Context: an optimization exercise on an open-source flow, tuned for small area. The choices shown serve that exercise and are no tape-out recipe. Function was checked by simulation only, so behaviour that the tests miss may differ from the original. Power and IR drop assume default switching activity.

==> flow/design.v <==
module ping_pong_buffer #(
    parameter int DATA_WIDTH = 16,
    parameter int BUFFER_SIZE = 32
) (
    input  logic                  clk,
    input  logic                  rst,
    input  logic                  write_en,
    input  logic [DATA_WIDTH-1:0] write_data,
    output logic                  write_full,
    input  logic                  read_en,
    output logic [DATA_WIDTH-1:0] read_data,
    output logic                  read_empty,
    output logic                  current_write_buffer,
    output logic                  current_read_buffer
);
    localparam int AW = $clog2(BUFFER_SIZE);
    localparam int W  = DATA_WIDTH;
    localparam int N  = BUFFER_SIZE;
    logic          write_buffer;
    logic          read_buffer;
    logic [AW-1:0] write_ptr;
    logic [AW-1:0] read_ptr;
    logic [1:0]    buffer_ready;
    logic          ph;
    assign current_write_buffer = write_buffer;
    assign current_read_buffer  = read_buffer;
    wire wr = write_en && !write_full;
    wire rd = read_en && !read_empty;
    logic [N*W-1:0] bank0, bank1;
    logic [1:0]     sh, sh_n;
    logic [W-1:0]   wd;
    logic [N*W-1:0] nxt0, nxt1;
    assign nxt0[0 +: W] = ~(({W{sh_n[0]}} | wd) & ({W{sh[0]}} | bank0[0 +: W]));
    assign nxt1[0 +: W] = ~(({W{sh_n[1]}} | wd) & ({W{sh[1]}} | bank1[0 +: W]));
    for (genvar i = 1; i < N; i++) begin : g_stage
        assign nxt0[i*W +: W] = ~(({W{sh_n[0]}} | bank0[(i-1)*W +: W]) & ({W{sh[0]}} | bank0[i*W +: W]));
        assign nxt1[i*W +: W] = ~(({W{sh_n[1]}} | bank1[(i-1)*W +: W]) & ({W{sh[1]}} | bank1[i*W +: W]));
    end
    wire [W-1:0] src = read_buffer ? nxt1[(N-1)*W +: W] : nxt0[(N-1)*W +: W];
    always_ff @(posedge clk or posedge rst) begin
        if (rst) begin
            write_buffer <= 0;
            read_buffer  <= 0;
            write_ptr    <= 0;
            read_ptr     <= 0;
            buffer_ready <= 2'b00;
            write_full   <= 0;
            read_empty   <= 1;
            read_data    <= 0;
            ph           <= 0;
        end else begin
            ph <= !ph;
            if (wr) begin
                write_ptr <= write_ptr + 1'b1;
                if (write_ptr == AW'(N - 1)) begin
                    buffer_ready[write_buffer] <= 1;
                    write_full <= buffer_ready[!write_buffer];
                    if (!buffer_ready[!write_buffer]) begin
                        write_buffer <= !write_buffer;
                        write_ptr    <= 0;
                    end
                end
            end else if (write_full) begin
                if (!buffer_ready[!write_buffer]) begin
                    write_full   <= 0;
                    write_buffer <= !write_buffer;
                    write_ptr    <= 0;
                end
            end
            if (rd) begin
                read_data <= src ^ {W{!ph}};
                read_ptr  <= read_ptr + 1'b1;
                if (read_ptr == AW'(N - 1)) begin
                    buffer_ready[read_buffer] <= 0;
                    read_empty <= !buffer_ready[!read_buffer];
                    if (buffer_ready[!read_buffer]) begin
                        read_buffer <= !read_buffer;
                        read_ptr    <= 0;
                    end
                end
            end else if (read_empty) begin
                if (buffer_ready[read_buffer]) begin
                    read_empty <= 0;
                    read_ptr   <= 0;
                end else if (buffer_ready[!read_buffer]) begin
                    read_empty  <= 0;
                    read_buffer <= !read_buffer;
                    read_ptr    <= 0;
                end
            end
        end
    end
    always_ff @(posedge clk) begin
        sh[0]   <=  ((wr && !write_buffer) || (rd && !read_buffer));
        sh[1]   <=  ((wr &&  write_buffer) || (rd &&  read_buffer));
        sh_n[0] <= !((wr && !write_buffer) || (rd && !read_buffer));
        sh_n[1] <= !((wr &&  write_buffer) || (rd &&  read_buffer));
        wd      <= write_data ^ {W{!ph}};
    end
    always_ff @(posedge clk) begin
        bank0 <= nxt0;
        bank1 <= nxt1;
    end
endmodule
==> flow/flow/run.sh <==
#!/bin/bash
# Layout with the standard flow (standard synthesis included), changing only
# two placement/CTS choices: ports are buffered with the smallest buffer, and
# clock tree synthesis uses clkbuf_8 leaves without dummy loads.
set -euo pipefail
export BUFFER_PORTS_ARGS="-buffer_cell sky130_fd_sc_hd__buf_1"
export CTS_ARGS="-sink_clustering_enable -repair_clock_nets -dont_use_dummy_load -buf_list sky130_fd_sc_hd__clkbuf_8 -sink_clustering_size 20 -sink_clustering_max_diameter 50"
bash standard.sh > standard.log 2>&1
==> flow/standard.sh <==
#!/bin/bash
# synth_recipe.tcl (not shown) runs the flow's synth.tcl, then flattens the netlist and writes it again
# the make line also repeats each setting of config.mk as NAME=value (left out here)
make -C /OpenROAD-flow-scripts/flow DESIGN_CONFIG=/design/flow/config.mk WORK_HOME=/design/flow/orfs CLKGATE_MAP_FILE= SYNTH_SCRIPT=/design/flow/synth_recipe.tcl "${@:-finish}"
==> flow/config.mk <==
export PLATFORM = sky130hd
export DESIGN_NAME = ping_pong_buffer
export DESIGN_NICKNAME = ping_pong_buffer
export VERILOG_FILES = /design/flow/design.v
export SDC_FILE = /design/flow/constraint.sdc
export NUM_CORES = 4
export LEC_CHECK = 0
export CAP_MARGIN = 20
export CORE_MARGIN = 2
export CORE_UTILIZATION = 85
export PLACE_DENSITY = 0.9
export SLEW_MARGIN = 20
==> flow/constraint.sdc <==
create_clock -name core_clock -period 5.0 [get_ports {clk}]
set_input_delay 1.0000 -clock core_clock [delete_from_list [all_inputs] [get_ports {clk}]]
set_output_delay 1.0000 -clock core_clock [all_outputs]
set_load 0.01 [all_outputs]
==> metrics.md, run 1 <==
| Metric | Value |
|---|---|
| Result of the run | `timing/DRC/antenna clean` |
| Worst setup path class | `reg2out` |
| Share of power burned in combinational logic | `19.5%` |
| Pin count of the biggest net entering global routing | `223` |
| Clk_skew | `roughly 0.05 ns` |
| Crit path buf inv count | `1` |
| Instance count on the critical path | `1` |
| Post-synthesis sequential element count | `1077` |
| Worst Max-Slew Pin Slew | `about 1 ns` |
| Arrival time at the worst endpoint | `approximately 1.6 ns` |
| Cells resized by post-CTS repair | `0` |
| Number of iterations in the first detailed-routing pass | `5` |
| Remaining design rule violation count | `0` |
| WL final | `~56000 um` |
| RSZ-0062 raised after global routing | `no` |
| Cells on worst reg2reg path | `2` |
| Share of cells above drive strength 1 | `under 10%` |
| Synthesis warning total | `1` |
| Via count | `about 20000` |
| Antenna diode instance count | `0` |
| Gr ovfl total | `0` |
| Number of global-route vias before repair | `~18000` |
| Internal | `around 16 mW` |
| Average via count per standard cell | `6.85` |
| Class of the tightest hold or removal check | `in2async` |
| Netlist area before placement | `0.0304 mm^2` |
| Synth area leaders | `sky130_fd_sc_hd__dfxtp_1 (69%), sky130_fd_sc_hd__o22ai_1 (21%), sky130_fd_sc_hd__dfrtp_1 (2.6%)` |
| Worst reg2reg path endpoint | `bank1[44]` |
| Kind of cell with the highest combined delay on the critical path | `flip-flops` |
| Clock transition at the registers of the reported paths | `~0.11 ns` |
| Max-Slew Margin vs Limit | `approximately 34%` |
| Share of power burned in registers | `65.9%` |
| Area of the die | `0.0373 mm^2` |
| CP cell instances | `buf_1` |
| Required time at the worst-slack endpoint | `4.00 ns` |
| Number of buffers inserted by port buffering | `39` |
| Main flop type after synthesis | `sky130_fd_sc_hd__dfxtp_1` |
| Post-synthesis net count | `2531` |
| Number of standard cells in the final layout excluding fillers | `~2800` |
| Maximum number of buffers from clock root to sink | `3` |
| Detailed-route wire length per cell | `between 15 and 20 um` |
| Initial core utilization | `about 86%` |
| Global-route wire length before repair | `90000 um` |
| Fmax | `391 MHz` |
| Placer's final routability congestion estimate | `between 0.7 and 0.8` |
| Placed cell count | `around 2800` |
| Die extent in x | `193 um` |
| Post-synth top area share | `between 60% and 70%` |
| Post-Synthesis Cells | `between 2000 and 3000` |
| CP Max Fanout | `9` |
| Ys async rst share | `around 3.1%` |
| TritonCTS clock tree | `done` |
| Share of the yosys chip area belonging to registers | `71.4%` |
| Initial antenna violation count | `0` |
| Maximum cell stage delay along the critical path | `approximately 0.55 ns` |
| Shortest period the worst path allows | `around 2.6 ns` |
| Switching portion of total power | `between 30% and 40%` |
| Final clock period utilization by the worst path | `between 50 and 60%` |
| Most frequent cells in the layout | `sky130_fd_sc_hd__dfxtp_1 (1040), sky130_fd_sc_hd__o22ai_1 (1026), sky130_fd_sc_hd__clkbuf_8 (61)` |
| R2R setup slack | `between 2 and 3 ns` |
| 1st-iter DRT viols | `between 1500 and 2000` |
| Number of synthesized flops with an enable pin | `0` |
| Post-route ant nets | `0` |
| Portion of total power attributed to the clock network | `roughly 15%` |
| Most area-hungry cell type in the Yosys netlist | `sky130_fd_sc_hd__dfxtp_1` |
| Count of standard-cell rows | `69` |
| Switching pwr | `just over 7 mW` |
| Core Footprint | `between 0.03 and 0.04 mm^2` |
| HPWL Detailed | `roughly 31000 um` |
| Average cell area after synthesis | `roughly 12 um^2` |
| Die height | `193 um` |
| Design Power | `around 23 mW` |
| Most common cell after layout, fill and taps aside | `sky130_fd_sc_hd__dfxtp_1` |
| Sinks on Clock Net | `approximately 1100` |
| Clock buffers created by TritonCTS | `61` |
| Final layout net count | `2406` |
| Hold violation total from the final report | `0` |
| Slowest cell on crit path | `sky130_fd_sc_hd__dfrtp_1` |
| Cell Pwr Density | `approximately 750 mW/mm^2` |
| Crit path capture type | `output port` |
| IO Count | `40` |
| Cell at the root of the clock tree | `sky130_fd_sc_hd__clkbuf_8` |
| Synth unique cells | `47` |
| Leakage | `11.7 nW` |
| Hold Buf Count CTS | `0` |
| Deepest level of the CTS H-tree | `2` |
| Startpoint of the worst register-to-register path | `sh[1]` |
| Overall global routing resource usage | `between 20% and 30%` |
| Final-report setup violation count | `0` |
| Final count of pins violating max slew | `0` |
| Synth-to-Final Area Change | `2.47%` |
| Final standard cell utilization of the core | `slightly below 90%` |
| Postcts setup bufs | `0` |
| Insertion delay of the later-clocked pin in the worst-skew pair | `a little under 0.7 ns` |
| Number of violations of the max-capacitance limit | `0` |
| Accumulated negative setup slack | `0 ns` |
| Type of element launching the critical path | `flip-flop` |
| Worst vdd ir | `0.559 mV` |
==> worst reg2reg max path, delay by kind of cell (launching register included) <==
| family | cells | cell delay (ns) |
|---|---|---|
| flops | 1 | 0.93 |
| buf+inv | 1 | 0.90 |
| compound gates | 1 | 0.34 |
==> stage by stage <==
| step | cell area (um^2) | hold WS (ns) | setup WS (ns) |
|---|---|---|---|
| 2_1_floorplan | 30400 | 0.423 | 3.08 |
| 3_3_place_gp | 30300 | 0.430 | 2.62 |
| 3_5_place_dp | 30300 | 0.434 | 2.58 |
| 4_1_cts | 31100 | 0.327 | 2.41 |
| 5_1_grt | 31200 | 0.369 | 2.38 |
| 6_report | 31200 | 0.351 | 2.44 |
==> kinds of logic after synthesis <==
logic type	count (synthesis)	synth area share [%]
DFF	1077	71.4
buffers and inverters	253	3.66
xor gates and xnor gates	16	0.461
adders and majority gates	4	0.165
AOI/OAI and AO/OA	1061	21.9
muxes	36	1.20
and+or+nand+nor	60	1.18
==> area by class of cell <==
type / instances / area (um^2)
clock buffer: 61 / 840
fill: 1582 / 4230
inverter: 8 / 30.0
multi-input combinational: 1177 / 7580
sequential: 1077 / 21700
tap: 461 / 577
timing repair buffer: 57 / 402
==> registers in the layout, indices dropped and copies added (netlist names), 5 cells and up <==
register	flops
read_data	16
read_ptr	5
bank0	512
wd	16
write_ptr	5
bank1	512
==> synthesized netlist by cell type, types with 4 or more instances <==
master,number
sky130_fd_sc_hd__dfxtp_1,1044
sky130_fd_sc_hd__mux2i_1,33
sky130_fd_sc_hd__buf_1,24
sky130_fd_sc_hd__o22ai_1,1026
sky130_fd_sc_hd__inv_1,8
sky130_fd_sc_hd__nand3_1,20
sky130_fd_sc_hd__a21oi_1,11
sky130_fd_sc_hd__xnor2_1,16
sky130_fd_sc_hd__dfrtp_1,32
sky130_fd_sc_hd__ha_1,4
sky130_fd_sc_hd__a31oi_1,4
sky130_fd_sc_hd__nand2_1,18
sky130_fd_sc_hd__clkbuf_1,107
sky130_fd_sc_hd__buf_2,108
sky130_fd_sc_hd__and3_1,4
==> how the worst max path moves through the flow <==
stage                       from              endpoint
floorplan               write_en          write_ptr[0]
global placement         read_en          read_data[1]
detailed placement       read_en         read_data[15]
CTS                 write_buffer  current_write_buffer
global route          read_empty            read_empty
finish              write_buffer  current_write_buffer
==> power groups by stage <==
stage               clock [mW]  combinational (mW)  sequential [mW]
floorplan                    0                3.79             14.5
CTS                       3.46                4.41             15.4
finish                    3.41                4.53             15.3
global placement             0                3.92             15.1
detailed placement           0                4.31             15.5
global route              3.76                4.93             15.8
==> per-layer routing <==
layer	vias to the layer above	routed length (um)	global-route usage, %
met1	9490	24200	38.2
met3	125	2230	4.52
met2	522	28100	50.7
li1	9331	-	-
met5	-	0	0
met4	0	1400	9.94
==> inputs of run 2 (changes only) <==
==> flow/flow/run.sh (replaced) <==
#!/bin/bash
# Layout with the standard flow (standard synthesis included), changing only
# two placement/CTS choices: ports are buffered with the smallest buffer, and
# clock tree synthesis uses clkbuf_8 leaves without dummy loads.
set -euo pipefail
export BUFFER_PORTS_ARGS="-buffer_cell sky130_fd_sc_hd__buf_1"
export CTS_ARGS="-sink_clustering_enable -repair_clock_nets -dont_use_dummy_load -buf_list sky130_fd_sc_hd__clkbuf_8 -sink_clustering_size 21 -sink_clustering_max_diameter 60"
bash standard.sh > standard.log 2>&1
==> flow/config.mk (replaced) <==
export PLATFORM = sky130hd
export DESIGN_NAME = ping_pong_buffer
export DESIGN_NICKNAME = ping_pong_buffer
export VERILOG_FILES = /design/flow/design.v
export SDC_FILE = /design/flow/constraint.sdc
export NUM_CORES = 4
export LEC_CHECK = 0
export CAP_MARGIN = 0
export CORE_MARGIN = 2
export CORE_UTILIZATION = 75
export PLACE_DENSITY = 0.8
export SLEW_MARGIN = 0
==> metrics.md, run 2 <==
| Metric | Value |
|---|---|
| Result of the run | `timing/DRC/antenna clean` |
| Pin count of the biggest net entering global routing | `230` |
| Final layout net count | `~2400` |
| Type of element launching the critical path | `flip-flop` |
| Post-Synthesis Cells | `2507` |
| Internal | `roughly 16 mW` |
| Most numerous cell types in the synthesized netlist | `sky130_fd_sc_hd__dfxtp_1 (1044), sky130_fd_sc_hd__o22ai_1 (1026), sky130_fd_sc_hd__buf_2 (108)` |
| CP Max Fanout | `15` |
| Global-route wire length before repair | `78200 um` |
| Overall global routing resource usage | `21.6%` |
| Switching portion of total power | `~29%` |
| Max-Slew Margin vs Limit | `19.6%` |
| Portion of total power attributed to the clock network | `roughly 15%` |
| R2R setup slack | `2.57 ns` |
| Detailed-route wire length per cell | `15.8 um` |
| Most common cell after layout, fill and taps aside | `sky130_fd_sc_hd__dfxtp_1` |
| Most area-hungry cell type in the Yosys netlist | `sky130_fd_sc_hd__dfxtp_1` |
| Die extent in x | `between 200 and 250 um` |
| Worst Max-Slew Pin Slew | `~1.2 ns` |
| Die height | `just over 200 um` |
| Insertion delay of the later-clocked pin in the worst-skew pair | `between 0.6 and 0.7 ns` |
| Final clock period utilization by the worst path | `between 50 and 60%` |
| Instance count on the critical path | `1` |
| Synth area leaders | `sky130_fd_sc_hd__dfxtp_1 (69%), sky130_fd_sc_hd__o22ai_1 (21%), sky130_fd_sc_hd__dfrtp_1 (2.6%)` |
| Kind of cell with the highest combined delay on the critical path | `flip-flops` |
| WL final | `approximately 46000 um` |
| Average cell area after synthesis | `approximately 12 um^2` |
| Maximum cell stage delay along the critical path | `between 0.7 and 0.8 ns` |
| Fmax | `roughly 390 MHz` |
| Initial core utilization | `76.2%` |
| Number of iterations in the first detailed-routing pass | `4` |
| 1st-iter DRT viols | `between 1000 and 1500` |
| Cells resized by post-CTS repair | `0` |
| Hold violation total from the final report | `0` |
| Layout fillers | `2536` |
| Switching pwr | `6.56 mW` |
| Worst reg2reg path endpoint | `bank0[211]` |
| Number of violations of the max-capacitance limit | `0` |
| Via count | `18359` |
| Clk_skew | `around 0.037 ns` |
| Area of the die | `roughly 0.042 mm^2` |
| Netlist area before placement | `slightly above 0.03 mm^2` |
| TritonCTS clock tree | `done` |
| Accumulated negative setup slack | `0 ns` |
| Required time at the worst-slack endpoint | `approximately 4.0 ns` |
| Crit path buf inv count | `1` |
| Core Footprint | `between 0.03 and 0.04 mm^2` |
| Share of cells above drive strength 1 | `3.84%` |
| Number of buffers inserted by port buffering | `39` |
| Design Power | `approximately 23 mW` |
| Final count of pins violating max slew | `0` |
| Cell at the root of the clock tree | `sky130_fd_sc_hd__clkbuf_8` |
| Worst-case hold slack | `around 0.28 ns` |
| Hold Buf Count CTS | `0` |
| Remaining design rule violation count | `0` |
| Startpoint of the most critical setup path | `read_empty` |
| Most frequent cells in the layout | `sky130_fd_sc_hd__dfxtp_1 (1040), sky130_fd_sc_hd__o22ai_1 (1026), sky130_fd_sc_hd__clkbuf_8 (58)` |
| Post-synthesis sequential element count | `between 1000 and 1500` |
| Count of standard-cell rows | `73` |
| Initial antenna violation count | `0` |
| Share of power burned in combinational logic | `a little under a fifth` |
| Number of standard cells in the final layout excluding fillers | `between 2000 and 3000` |
| Most instantiated library cell after synthesis | `sky130_fd_sc_hd__dfxtp_1` |
| Antenna diode instance count | `0` |
| Share of the synthesized netlist area taken by xor and xnor gates | `less than 1%` |
| Post-synthesis net count | `around 2500` |
| Sinks on Clock Net | `between 1000 and 1500` |
| IO Count | `40` |
| Leakage | `about 12 nW` |
| Maximum number of buffers from clock root to sink | `3` |
| RSZ-0062 raised after global routing | `no` |
| Final-report setup violation count | `0` |
| Shortest period the worst path allows | `around 2.6 ns` |
| Post-synthesis compound-gate area fraction | `roughly 22%` |
| Arrival time at the worst endpoint | `approximately 1.6 ns` |
| Share of cell area taken by muxes after synthesis | `approximately 1.2%` |
| Ys async rst share | `a little over 3%` |
| Synth Area in Simple Gates | `1.18%` |
| Synth unique cells | `between 40 and 50` |
| Placer's final routability congestion estimate | `0.817` |
| Postcts setup bufs | `0` |
| Arithmetic-cell share of the synthesized area counting full adders, half adders and majority gates | `less than 1%` |
| Startpoint of the worst register-to-register path | `sh_n[0]` |
| Main flop type after synthesis | `sky130_fd_sc_hd__dfxtp_1` |
| Post-route ant nets | `0` |
| Placed cell count | `around 2800` |
| Clock transition at the registers of the reported paths | `roughly 0.12 ns` |
| Class of the tightest hold or removal check | `in2async` |
| Share of the yosys chip area belonging to registers | `a little under three quarters` |
| Cells on worst reg2reg path | `2` |
| CP cell instances | `buf_1` |
| Synth-to-Final Area Change | `2.47%` |
| Number of global-route vias before repair | `around 17000` |
| Worst vdd ir | `0.427 mV` |
| HPWL Detailed | `around 26000 um` |
| Cell Pwr Density | `approximately 720 mW/mm^2` |
| Clock buffers created by TritonCTS | `slightly below 60` |
| Largest registers in the final layout | `bank0 x512, bank1 x512` |
| Worst setup path class | `reg2out` |
| Number of synthesized flops with an enable pin | `0` |
| Share of power burned in registers | `66.9%` |
| Largest family of logic cells by synthesized area | `compound AO/OA/AOI/OAI gates` |
| Post-synth top area share | `slightly below 70%` |
| Deepest level of the CTS H-tree | `2` |
| Final standard cell utilization of the core | `about four fifths` |
| Average via count per standard cell | `about 6.3` |
| Slowest cell on crit path | `sky130_fd_sc_hd__dfstp_2` |
| Crit path capture type | `output port` |
| Gr ovfl total | `0` |
| CP endpoint | `read_empty` |
| Synthesis warning total | `1` |
==> run 2: changes by cell type in the layout (fill, tap and decap cells not counted) <==
cell / delta
sky130_fd_sc_hd__buf_4: -5
sky130_fd_sc_hd__clkbuf_8: -3
sky130_fd_sc_hd__clkinv_1: +1
sky130_fd_sc_hd__dfrtp_1: +1
sky130_fd_sc_hd__dfrtp_2: -1
sky130_fd_sc_hd__inv_1: -1
==> run 2: area by class of cell <==
| cell class | count | area, um^2 | share of cell area, % |
|---|---|---|---|
| clock buffers | 58 | 798 | 2.56 |
| inverters | 8 | 30.0 | 0.0963 |
| multi-input cells | 1177 | 7580 | 24.3 |
| flip-flops and latches | 1077 | 21700 | 69.8 |
| well taps | 525 | 657 | 2.11 |
| repair buffers | 52 | 364 | 1.17 |
==> run 2: metal layers <==
metal	wire length [um]	up-vias	global-route usage (%)	part of all wire, %
met5	0	-	0	0
met4	877	0	6.42	1.9
met3	1150	65	2.90	2.5
met2	20800	189	36.2	46
met1	22800	8748	29.5	50
li1	-	9357	-	-
==> run 2: cell families (layout without fill, tap and decap cells) <==
logic type	count (synthesis)	in the layout
buf+inv	253	118
fa+ha+maj	4	4
mux	36	36
flops	1077	1077
simple gates	60	60
xor+xnor	16	16
compound gates	1061	1061
==> run 2: stage by stage <==
step | cell area, um^2 | setup WS, ns
finish | 31200 | 2.44
global route | 31200 | 2.35
CTS | 31100 | 2.37
detailed placement | 30300 | 2.59
global placement | 30300 | 2.71
floorplan | 30400 | 3.08
==> run 2: power groups by stage <==
stage | combinational [mW] | clock (mW) | sequential, mW
detailed placement | 4.15 | 0 | 15.4
CTS | 4.16 | 3.43 | 15.1
floorplan | 3.79 | 0 | 14.5
global placement | 3.88 | 0 | 15.1
global route | 4.63 | 3.72 | 15.7
finish | 4.16 | 3.32 | 15.1
==> run 2: worst min-delay path by stage <==
stage                     startpoint  slack [ns]      endpoint
final                            rst        0.28  read_data[1]
after global routing             rst        0.27  read_data[1]
after CTS                 bank0[344]        0.41    bank0[360]
after detailed placement  bank1[239]        0.43    bank1[255]
after global placement    bank0[352]        0.43    bank0[352]
after floorplan               wd[15]        0.42     bank0[15]
==> inputs of run 3 (changes only) <==
--- a/flow/config.mk
+++ b/flow/config.mk
@@ -5,8 +5,8 @@
 export SDC_FILE = /design/flow/constraint.sdc
 export NUM_CORES = 4
 export LEC_CHECK = 0
-export CAP_MARGIN = 0
+export CAP_MARGIN = 20
 export CORE_MARGIN = 2
 export CORE_UTILIZATION = 75
 export PLACE_DENSITY = 0.8
-export SLEW_MARGIN = 0
+export SLEW_MARGIN = 20
==> metrics.md, run 3 <==
| Metric | Value |
|---|---|
| Result of the run | `timing/DRC/antenna clean` |
| Synth area leaders | `sky130_fd_sc_hd__dfxtp_1 (69%), sky130_fd_sc_hd__o22ai_1 (21%), sky130_fd_sc_hd__dfrtp_1 (2.6%)` |
| Synth-to-Final Area Change | `2.48%` |
| Final-report setup violation count | `0` |
| Type of element launching the critical path | `flip-flop` |
| Worst-case hold slack | `between 0.4 and 0.5 ns` |
| Crit path buf inv count | `1` |
| Average cell area after synthesis | `approximately 12 um^2` |
| Shortest period the worst path allows | `around 2.6 ns` |
| Synth unique cells | `47` |
| HPWL Detailed | `approximately 26000 um` |
| Class of the tightest hold or removal check | `in2async` |
| Number of iterations in the first detailed-routing pass | `5` |
| Synthesis warning total | `1` |
| Gr ovfl total | `0` |
| Placed cell count | `~2800` |
| Arrival time at the worst endpoint | `approximately 1.6 ns` |
| Post-synthesis sequential element count | `approximately 1100` |
| Worst vdd ir | `0.427 mV` |
| IO Count | `40` |
| Average via count per standard cell | `about 6.4` |
| Die height | `between 200 and 250 um` |
| RSZ-0062 raised after global routing | `no` |
| 1st-iter DRT viols | `~1300` |
| Post-synthesis net count | `between 2000 and 3000` |
| Worst setup path class | `reg2out` |
| Count of standard-cell rows | `73` |
| Largest registers in the final layout | `bank0 x512, bank1 x512` |
| Number of global-route vias before repair | `between 15000 and 20000` |
| Final layout net count | `approximately 2400` |
| Startpoint of the most critical setup path | `read_empty` |
| Insertion delay of the later-clocked pin in the worst-skew pair | `0.66 ns` |
| Accumulated negative setup slack | `0 ns` |
| Initial core utilization | `76.2%` |
| Global-route wire length before repair | `just under 80000 um` |
| Hold Buf Count CTS | `0` |
| Slowest cell on crit path | `sky130_fd_sc_hd__dfstp_2` |
| Final standard cell utilization of the core | `between 70% and 80%` |
| Deepest level of the CTS H-tree | `2` |
| Final instance area | `between 0.03 and 0.04 mm^2` |
| TritonCTS clock tree | `done` |
| Most instantiated library cell after synthesis | `sky130_fd_sc_hd__dfxtp_1` |
| Clock transition at the registers of the reported paths | `about 0.12 ns` |
| Clock buffers created by TritonCTS | `58` |
| Worst Max-Slew Pin Slew | `between 1 and 1.5 ns` |
| Post-Synthesis Cells | `~2500` |
| CP Max Fanout | `15` |
| Share of cells above drive strength 1 | `roughly 3.9%` |
| Area of the die | `~0.042 mm^2` |
| Max-Slew Margin vs Limit | `27.9%` |
| Antenna diode instance count | `0` |
| Number of violations of the max-capacitance limit | `0` |
| Detailed-route wire length per cell | `between 15 and 20 um` |
| Netlist area before placement | `a little over 0.03 mm^2` |
| Maximum cell stage delay along the critical path | `0.71 ns` |
| Number of synthesized flops with an enable pin | `0` |
| Final count of pins violating max slew | `0` |
| Setup WS post-layout | `between 2 and 2.5 ns` |
| Most frequent cells in the layout | `sky130_fd_sc_hd__dfxtp_1 (1040), sky130_fd_sc_hd__o22ai_1 (1026), sky130_fd_sc_hd__clkbuf_8 (58)` |
| Remaining design rule violation count | `0` |
| Most area-hungry cell type in the Yosys netlist | `sky130_fd_sc_hd__dfxtp_1` |
| Post-route ant nets | `0` |
| Initial antenna violation count | `0` |
| Core Footprint | `about 0.040 mm^2` |
| Cell at the root of the clock tree | `sky130_fd_sc_hd__clkbuf_8` |
| Maximum number of buffers from clock root to sink | `3` |
| Post-synth top area share | `~69%` |
| Placer's final routability congestion estimate | `slightly above 0.8` |
| Die extent in x | `between 200 and 250 um` |
| Instance count on the critical path | `1` |
| Most common cell after layout, fill and taps aside | `sky130_fd_sc_hd__dfxtp_1` |
| CP endpoint | `read_empty` |
| R2R setup slack | `roughly 2.8 ns` |
| Cells on worst reg2reg path | `2` |
| Crit path capture type | `output port` |
| Fmax | `between 300 and 400 MHz` |
| Main flop type after synthesis | `sky130_fd_sc_hd__dfxtp_1` |
| WL final | `between 40000 and 50000 um` |
| Sinks on Clock Net | `1077` |
| Most numerous cell types in the synthesized netlist | `sky130_fd_sc_hd__dfxtp_1 (1044), sky130_fd_sc_hd__o22ai_1 (1026), sky130_fd_sc_hd__buf_2 (108)` |
| Required time at the worst-slack endpoint | `4.00 ns` |
| Number of standard cells in the final layout excluding fillers | `2897` |
| Hold violation total from the final report | `0` |
| Share of the yosys chip area belonging to registers | `71.4%` |
| Cell Pwr Density | `725 mW/mm^2` |
| Cells resized by post-CTS repair | `0` |
| Final clock period utilization by the worst path | `51.1%` |
| Pin count of the biggest net entering global routing | `230` |
| Startpoint of the worst register-to-register path | `sh[0]` |
| Kind of cell with the highest combined delay on the critical path | `flip-flops` |
| Worst setup slack after placement | `around 2.6 ns` |
| Overall global routing resource usage | `between 20 and 25%` |
| CP cell instances | `buf_1` |
| Number of buffers inserted by port buffering | `39` |
| Worst reg2reg path endpoint | `bank0[57]` |
| Via count | `about 18000` |
| Cell area after placement | `about 0.03 mm^2` |
| Postcts setup bufs | `0` |
| Design Power | `roughly 23 mW` |
| Ys async rst share | `under 10%` |
| Leakage | `11.6 nW` |
| Clk_skew | `approximately 0.037 ns` |
run 3: cell count changes in the layout (fill, tap and decap cells not counted):
cell                       before  now
sky130_fd_sc_hd__inv_2          0    1
sky130_fd_sc_hd__clkinv_1       1    0
sky130_fd_sc_hd__dfrtp_2        0    1
sky130_fd_sc_hd__dfrtp_1       32   31
run 3: logic make-up (layout without fill, tap and decap cells):
logic type / count (synthesis) / count (layout) / share of synthesized area, %
flip-flops: 1077 / 1077 / 71.4
adder cells (fa/ha/maj): 4 / 4 / 0.165
multiplexers: 36 / 36 / 1.20
AND/OR/NAND/NOR: 60 / 60 / 1.18
XOR/XNOR: 16 / 16 / 0.461
AO/OA/AOI/OAI: 1061 / 1061 / 21.9
buffers and inverters: 253 / 118 / 3.66
run 3: cell type report:
cell class / count / area (um^2)
timing repair buffer: 52 / 364
clock buffer: 58 / 798
multi-input combinational: 1177 / 7580
sequential: 1077 / 21700
tap: 525 / 657
inverter: 8 / 30.0
fill: 2533 / 8740
run 3: worst min path at each step:
stage,start,to,slack [ns],cells past startpoint
floorplan,wd[15],bank0[15],0.42,1
global placement,bank0[352],bank0[352],0.43,1
detailed placement,bank1[239],bank1[255],0.43,1
CTS,rst,buffer_ready[0],0.37,2
global route,rst,read_data[1],0.43,2
finish,rst,read_data[7],0.41,2
run 3: routing by layer:
metal | part of all wire, % | global-route usage (%)
met1 | 50 | 29.5
met2 | 46 | 36.2
met3 | 2.8 | 2.90
met4 | 2.0 | 6.42
met5 | 0 | 0
run 3: where the power goes:
part | internal, mW | switching [mW]
clock | 1.05 | 2.28
combinational | 2.21 | 2.00
sequential | 12.8 | 2.28
==> inputs of run 4 (changes only) <==
==> flow/flow/run.sh (replaced) <==
#!/bin/bash
# Layout with the standard flow (standard synthesis included), changing only
# two placement/CTS choices: ports are buffered with the smallest buffer, and
# clock tree synthesis uses clkbuf_8 leaves without dummy loads.
set -euo pipefail
export BUFFER_PORTS_ARGS="-buffer_cell sky130_fd_sc_hd__buf_1"
export CTS_ARGS="-sink_clustering_enable -repair_clock_nets -dont_use_dummy_load -buf_list sky130_fd_sc_hd__clkbuf_8 -sink_clustering_size 21 -sink_clustering_max_diameter 60 -balance_levels"
bash standard.sh > standard.log 2>&1
==> metrics.md, run 4 <==
| Metric | Value |
|---|---|
| Result of the run | `timing/DRC/antenna clean` |
| Share of the synthesized netlist area taken by xor and xnor gates | `less than 1%` |
| Class of the tightest hold or removal check | `in2async` |
| Hold violation total from the final report | `0` |
| Ys async rst share | `~3%` |
| IO Count | `40` |
| Post-route ant nets | `0` |
| Accumulated negative setup slack | `0 ns` |
| Sinks on Clock Net | `about 1100` |
| Final count of pins violating max slew | `0` |
| Netlist area before placement | `just over 0.03 mm^2` |
| Synth unique cells | `47` |
| Most instantiated library cell after synthesis | `sky130_fd_sc_hd__dfxtp_1` |
| Arrival time at the worst endpoint | `between 1.5 and 2 ns` |
| Gr ovfl total | `0` |
| Design Power | `around 23 mW` |
| Cell area after placement | `around 0.030 mm^2` |
| Clk_skew | `between 0.03 and 0.04 ns` |
| Most area-hungry cell type in the Yosys netlist | `sky130_fd_sc_hd__dfxtp_1` |
| Type of element launching the critical path | `flip-flop` |
| Final layout net count | `about 2400` |
| Number of buffers inserted by port buffering | `39` |
| Overall global routing resource usage | `a little over a fifth` |
| Most numerous cell types in the synthesized netlist | `sky130_fd_sc_hd__dfxtp_1 (1044), sky130_fd_sc_hd__o22ai_1 (1026), sky130_fd_sc_hd__buf_2 (108)` |
| WL final | `between 40000 and 50000 um` |
| Number of violations of the max-capacitance limit | `0` |
| Insertion delay of the later-clocked pin in the worst-skew pair | `between 0.6 and 0.7 ns` |
| Cell Pwr Density | `between 700 and 800 mW/mm^2` |
| Crit path buf inv count | `1` |
| Share of power burned in combinational logic | `18.6%` |
| Placer's final routability congestion estimate | `a little over 0.8` |
| Clock transition at the registers of the reported paths | `approximately 0.12 ns` |
| CP Max Fanout | `15` |
| HPWL Detailed | `between 20000 and 30000 um` |
| Maximum number of buffers from clock root to sink | `3` |
| Pin count of the biggest net entering global routing | `230` |
| Share of the yosys chip area belonging to registers | `71.4%` |
| Largest registers in the final layout | `bank0 x512, bank1 x512` |
| Kind of cell with the highest combined delay on the critical path | `flip-flops` |
| Post-Synthesis Cells | `2507` |
| Max-Slew Margin vs Limit | `between 20% and 30%` |
| Worst Max-Slew Pin Slew | `~1.1 ns` |
| Via count | `around 18000` |
| Initial core utilization | `between 70 and 80%` |
| Post-synthesis net count | `2531` |
| Leakage | `11.6 nW` |
| Internal | `approximately 16 mW` |
| Worst-case hold slack | `a little over 0.4 ns` |
| Synth-to-Final Area Change | `2.48%` |
| Shortest period the worst path allows | `2.56 ns` |
| Portion of total power attributed to the clock network | `~15%` |
| Post-synthesis compound-gate area fraction | `between 20% and 30%` |
| Global-route wire length before repair | `approximately 80000 um` |
| Worst setup path class | `reg2out` |
| Antenna diode instance count | `0` |
| Final standard cell utilization of the core | `78.1%` |
| TritonCTS clock tree | `done` |
| Number of global-route vias before repair | `between 15000 and 20000` |
| Fmax | `391 MHz` |
| Remaining design rule violation count | `0` |
| Cell at the root of the clock tree | `sky130_fd_sc_hd__clkbuf_8` |
| Required time at the worst-slack endpoint | `4.00 ns` |
| Count of standard-cell rows | `73` |
| Switching pwr | `approximately 6.6 mW` |
| Synth area leaders | `sky130_fd_sc_hd__dfxtp_1 (69%), sky130_fd_sc_hd__o22ai_1 (21%), sky130_fd_sc_hd__dfrtp_1 (2.6%)` |
| Postcts setup bufs | `0` |
| Main flop type after synthesis | `sky130_fd_sc_hd__dfxtp_1` |
| Maximum cell stage delay along the critical path | `between 0.7 and 0.8 ns` |
| Final instance area | `0.0312 mm^2` |
| Final clock period utilization by the worst path | `between 50% and 60%` |
| Post-synth top area share | `68.7%` |
| Cells resized by post-CTS repair | `0` |
| Initial antenna violation count | `0` |
| Die extent in x | `205 um` |
| Synthesis warning total | `1` |
| Core Footprint | `around 0.040 mm^2` |
| Share of power burned in registers | `approximately two thirds` |
| Largest family of logic cells by synthesized area | `compound AO/OA/AOI/OAI gates` |
| Detailed-route wire length per cell | `~16 um` |
| Layout fillers | `between 2000 and 3000` |
| Share of cell area taken by muxes after synthesis | `1.20%` |
| R2R setup slack | `roughly 2.8 ns` |
| Most frequent cells in the layout | `sky130_fd_sc_hd__dfxtp_1 (1040), sky130_fd_sc_hd__o22ai_1 (1026), sky130_fd_sc_hd__clkbuf_8 (58)` |
| RSZ-0062 raised after global routing | `no` |
| Post-synthesis sequential element count | `1077` |
| Arithmetic-cell share of the synthesized area counting full adders, half adders and majority gates | `less than 1%` |
| Average cell area after synthesis | `~12 um^2` |
| Average via count per standard cell | `between 6 and 7` |
| Clock buffers created by TritonCTS | `58` |
| Crit path capture type | `output port` |
| CP cell instances | `buf_1` |
| Switching portion of total power | `between 20 and 30%` |
| Area of the die | `~0.042 mm^2` |
| Deepest level of the CTS H-tree | `2` |
| Number of iterations in the first detailed-routing pass | `5` |
| Share of cells above drive strength 1 | `about 3.9%` |
| Slowest cell on crit path | `sky130_fd_sc_hd__dfstp_2` |
| Worst vdd ir | `0.427 mV` |
| Synth Area in Simple Gates | `approximately 1.2%` |
| Most common cell after layout, fill and taps aside | `sky130_fd_sc_hd__dfxtp_1` |
| Hold Buf Count CTS | `0` |
| 1st-iter DRT viols | `roughly 1300` |
| Number of synthesized flops with an enable pin | `0` |
| Die height | `205 um` |
| Final-report setup violation count | `0` |
-- run 4: cells by family (layout without fill, tap and decap cells) --
kind of cell	Yosys count	in the layout
and+or+nand+nor	60	60
DFF	1077	1077
muxes	36	36
buffers and inverters	253	118
AOI/OAI and AO/OA	1061	1061
xor gates and xnor gates	16	16
adders and majority gates	4	4
-- run 4: per-layer routing --
layer  vias to the layer above  share of wire [%]  track usage [%]
met5                         -                  0                0
met4                         0                2.0             6.42
met3                        67                2.8             2.90
met2                       215                 46             36.2
met1                      8778                 50             29.5
li1                       9357                  -                -
-- run 4: power by group through the flow --
stage,sequential [mW],combinational (mW),clock (mW)
global route,15.6,4.69,3.72
detailed placement,15.4,4.15,0
CTS,15.1,4.16,3.43
global placement,15.1,3.88,0
floorplan,14.5,3.79,0
finish,15.1,4.21,3.32
-- run 4: path summary, 6_finish.rpt --
path                                 to       start  cells past startpoint
max in group asynchronous   read_buffer         rst                      2
min in group core_clock      bank0[360]  bank0[344]                      1
max                          read_empty  read_empty                      1
max reg2reg                   bank0[57]       sh[0]                      2
min reg2reg                  bank0[360]  bank0[344]                      1
min                        read_data[7]         rst                      2
-- run 4: stage by stage --
| step | instances | worst slack, ns |
|---|---|---|
| final | 2897 | 2.44 |
| after global routing | 2897 | 2.35 |
| after CTS | 2896 | 2.37 |
| after detailed placement | 2838 | 2.59 |
| after global placement | 2838 | 2.71 |
| after floorplan | 2507 | 3.08 |
-- run 4: final cells by class --
class,instances,area (um^2),area share [%]
inverter,8,30.0,0.0963
sequential,1077,21700,69.8
clock buffer,58,798,2.56
tap,525,657,2.11
multi-input combinational,1177,7580,24.3
timing repair buffer,52,364,1.17
-- run 4: worst register-to-register path, cell delays in order, from the launching register on --
cell and delay, ns:
sky130_fd_sc_hd__dfxtp_4 1.07, sky130_fd_sc_hd__buf_4 0.78, sky130_fd_sc_hd__o22ai_1 0.25
==> inputs of run 5 (changes only) <==
==> flow/flow/run.sh (replaced) <==
#!/bin/bash
# Layout with the standard flow (standard synthesis included), changing only
# two placement/CTS choices: ports are buffered with the smallest buffer, and
# clock tree synthesis uses clkbuf_8 leaves without dummy loads.
set -euo pipefail
export BUFFER_PORTS_ARGS="-buffer_cell sky130_fd_sc_hd__buf_1"
export CTS_ARGS="-sink_clustering_enable -repair_clock_nets -dont_use_dummy_load -buf_list sky130_fd_sc_hd__clkbuf_16 -sink_clustering_size 36 -sink_clustering_max_diameter 60"
bash standard.sh > standard.log 2>&1
==> metrics.md, run 5 <==
| Metric | Value |
|---|---|
| Slowest cell on crit path | `sky130_fd_sc_hd__dfstp_2` |
| Crit path buf inv count | `1` |
| Final standard cell utilization of the core | `between 70% and 80%` |
| Share of the yosys chip area belonging to registers | `between 70% and 80%` |
| Hold Buf Count CTS | `0` |
| RSZ-0062 raised after global routing | `no` |
| Die height | `205 um` |
| Cell Pwr Density | `around 740 mW/mm^2` |
| Design Power | `between 20 and 25 mW` |
| Most instantiated library cell after synthesis | `sky130_fd_sc_hd__dfxtp_1` |
| Core Footprint | `0.0399 mm^2` |
| Max-Slew Margin vs Limit | `approximately a quarter` |
| Initial core utilization | `76.2%` |
| Setup WS post-layout | `between 2 and 3 ns` |
| Clk_skew | `roughly 0.061 ns` |
| Deepest level of the CTS H-tree | `2` |
| CP Max Fanout | `15` |
| HPWL Detailed | `around 26000 um` |
| Final count of pins violating max slew | `0` |
| Synthesis warning total | `1` |
| Post-route ant nets | `0` |
| Post-synth top area share | `68.7%` |
| Largest registers in the final layout | `bank0 x512, bank1 x512` |
| Kind of cell with the highest combined delay on the critical path | `flip-flops` |
| Most numerous cell types in the synthesized netlist | `sky130_fd_sc_hd__dfxtp_1 (1044), sky130_fd_sc_hd__o22ai_1 (1026), sky130_fd_sc_hd__buf_2 (108)` |
| Postcts setup bufs | `0` |
| Synth-to-Final Area Change | `3.47%` |
| Worst setup path class | `reg2out` |
| Worst-case hold slack | `0.365 ns` |
| Average cell area after synthesis | `approximately 12 um^2` |
| Remaining design rule violation count | `0` |
| Most common cell after layout, fill and taps aside | `sky130_fd_sc_hd__dfxtp_1` |
| Hold violation total from the final report | `0` |
| Post-synthesis net count | `roughly 2500` |
| Gr ovfl total | `0` |
| Class of the tightest hold or removal check | `reg2reg` |
| Ys async rst share | `3.06%` |
| Shortest period the worst path allows | `around 2.5 ns` |
| Number of buffers inserted by port buffering | `39` |
| Count of standard-cell rows | `73` |
| Final-report setup violation count | `0` |
| Crit path capture type | `output port` |
| CP cell instances | `buf_1` |
| Worst setup slack after placement | `~2.6 ns` |
| Final layout net count | `between 2000 and 2500` |
| Overall global routing resource usage | `between 20% and 30%` |
| Maximum number of buffers from clock root to sink | `3` |
| Share of cells above drive strength 1 | `3.35%` |
| Required time at the worst-slack endpoint | `approximately 4 ns` |
| IO Count | `40` |
| Most frequent cells in the layout | `sky130_fd_sc_hd__dfxtp_1 (1040), sky130_fd_sc_hd__o22ai_1 (1026), sky130_fd_sc_hd__clkbuf_16 (44)` |
| Global-route wire length before repair | `roughly 80000 um` |
| Initial antenna violation count | `0` |
| Synth area leaders | `sky130_fd_sc_hd__dfxtp_1 (69%), sky130_fd_sc_hd__o22ai_1 (21%), sky130_fd_sc_hd__dfrtp_1 (2.6%)` |
| Result of the run | `timing/DRC/antenna clean` |
| Number of iterations in the first detailed-routing pass | `5` |
| Leakage | `approximately 12 nW` |
| Netlist area before placement | `about 0.03 mm^2` |
| Insertion delay of the later-clocked pin in the worst-skew pair | `0.61 ns` |
| Final clock period utilization by the worst path | `around half` |
| Number of synthesized flops with an enable pin | `0` |
| Worst Max-Slew Pin Slew | `1.10 ns` |
| Accumulated negative setup slack | `0 ns` |
| Number of violations of the max-capacitance limit | `0` |
| Main flop type after synthesis | `sky130_fd_sc_hd__dfxtp_1` |
| Cells resized by post-CTS repair | `0` |
| Synth unique cells | `47` |
| Average via count per standard cell | `~6.4` |
| 1st-iter DRT viols | `1336` |
| Worst vdd ir | `roughly 0.55 mV` |
| Detailed-route wire length per cell | `about 16 um` |
| Antenna diode instance count | `0` |
| Cell at the root of the clock tree | `sky130_fd_sc_hd__clkbuf_16` |
| Area of the die | `between 0.04 and 0.05 mm^2` |
| Number of global-route vias before repair | `~17000` |
| TritonCTS clock tree | `done` |
| Most area-hungry cell type in the Yosys netlist | `sky130_fd_sc_hd__dfxtp_1` |
| Layout fillers | `between 2000 and 2500` |
| Die extent in x | `205 um` |
| Sinks on Clock Net | `roughly 1100` |
| Arrival time at the worst endpoint | `between 1 and 1.5 ns` |
| Clock buffers created by TritonCTS | `44` |
| WL final | `between 40000 and 50000 um` |
| Clock transition at the registers of the reported paths | `0.11 ns` |
| Post-Synthesis Cells | `approximately 2500` |
| Fmax | `402 MHz` |
| Placer's final routability congestion estimate | `about 0.8` |
| Post-synthesis sequential element count | `about 1100` |
| Type of element launching the critical path | `flip-flop` |
| Pin count of the biggest net entering global routing | `230` |
| Maximum cell stage delay along the critical path | `0.70 ns` |
| Via count | `approximately 18000` |
-- run 5: cells by family after synthesis --
logic type | synth area share, %
flip-flops | 71.4
buffers and inverters | 3.66
adder cells (fa/ha/maj) | 0.165
AND/OR/NAND/NOR | 1.18
XOR/XNOR | 0.461
AO/OA/AOI/OAI | 21.9
multiplexers | 1.20
-- run 5: report_power, final --
group / switching, mW / internal [mW]
logic: 2.03 / 2.21
registers: 2.31 / 12.8
clock network: 2.32 / 1.58
total: 6.65 / 16.6
-- run 5: final timing paths --
check,slack [ns],startpoint,end,cells after the start
max,2.52,read_empty,read_empty,1
min,0.37,bank1[27],bank1[43],1
max reg2reg,2.72,sh[0],bank0[145],2
min reg2reg,0.37,bank1[27],bank1[43],1
max in group asynchronous,4.03,rst,ph,2
min in group asynchronous,0.48,rst,buffer_ready[0],2
-- run 5: metrics by stage --
stage / std cells / area, um^2
6_report: 2883 / 31500
2_1_floorplan: 2507 / 30400
4_1_cts: 2882 / 31400
3_3_place_gp: 2838 / 30300
3_5_place_dp: 2838 / 30300
5_1_grt: 2883 / 31500
-- run 5: area by class of cell --
type | instances | area [um^2] | share of cell area (%)
timing repair buffer | 52 | 364 | 1.16
tap | 525 | 657 | 2.09
sequential | 1077 | 21700 | 69.1
clock buffer | 44 | 1100 | 3.50
inverter | 8 | 30.0 | 0.0954
multi-input combinational | 1177 | 7580 | 24.1
-- run 5: routing by layer --
metal	share of wire (%)	routed length, um	vias up	track usage (%)
li1	-	-	9340	-
met1	49	22800	8883	29.4
met2	47	21800	213	37.7
met3	2.8	1310	62	2.99
met4	1.9	906	0	6.14
met5	0	0	-	0
-- run 5: worst register-to-register path: stages, from the launching register on --
cell and delay, ns:
sky130_fd_sc_hd__dfxtp_4 1.07, sky130_fd_sc_hd__buf_4 0.81, sky130_fd_sc_hd__o22ai_1 0.24

[re-timing with driven ports]
The results above use ideal ports. As a check the final layouts listed here were re-extracted and re-timed, cells and wires unchanged. Step 1, drivers: a clkbuf_16 drives clk and a buf_2 each remaining input, both assumed. Step 2 adds t to the input delays and takes it off the output delays; t is the mean of the earliest and latest rising clock arrival at the registers after step 1. Input paths then give back, and output paths get back, about the clock's delay inside the block. Slacks: ideal ports / drivers / drivers and shift; pairs: ideal ports / drivers.
run	t, ns	setup slack, ns	worst setup path after step 2	pins driven straight from the clock port
run 1	0.722	2.445 / 2.390 / 2.534	input to register	1
run 2	0.706	2.440 / 2.388 / 2.525	input to register	1
run 3	0.706	2.445 / 2.393 / 2.486	input to register	1
run 4	0.706	2.445 / 2.393 / 2.486	input to register	1
run 5	0.639	2.516 / 2.459 / 2.514	input to register	1
After both steps setup and hold are still met in every run listed. The setup slack of run 5, which loses most, moves by -0.057 ns with the drivers and by -0.002 ns with both steps.
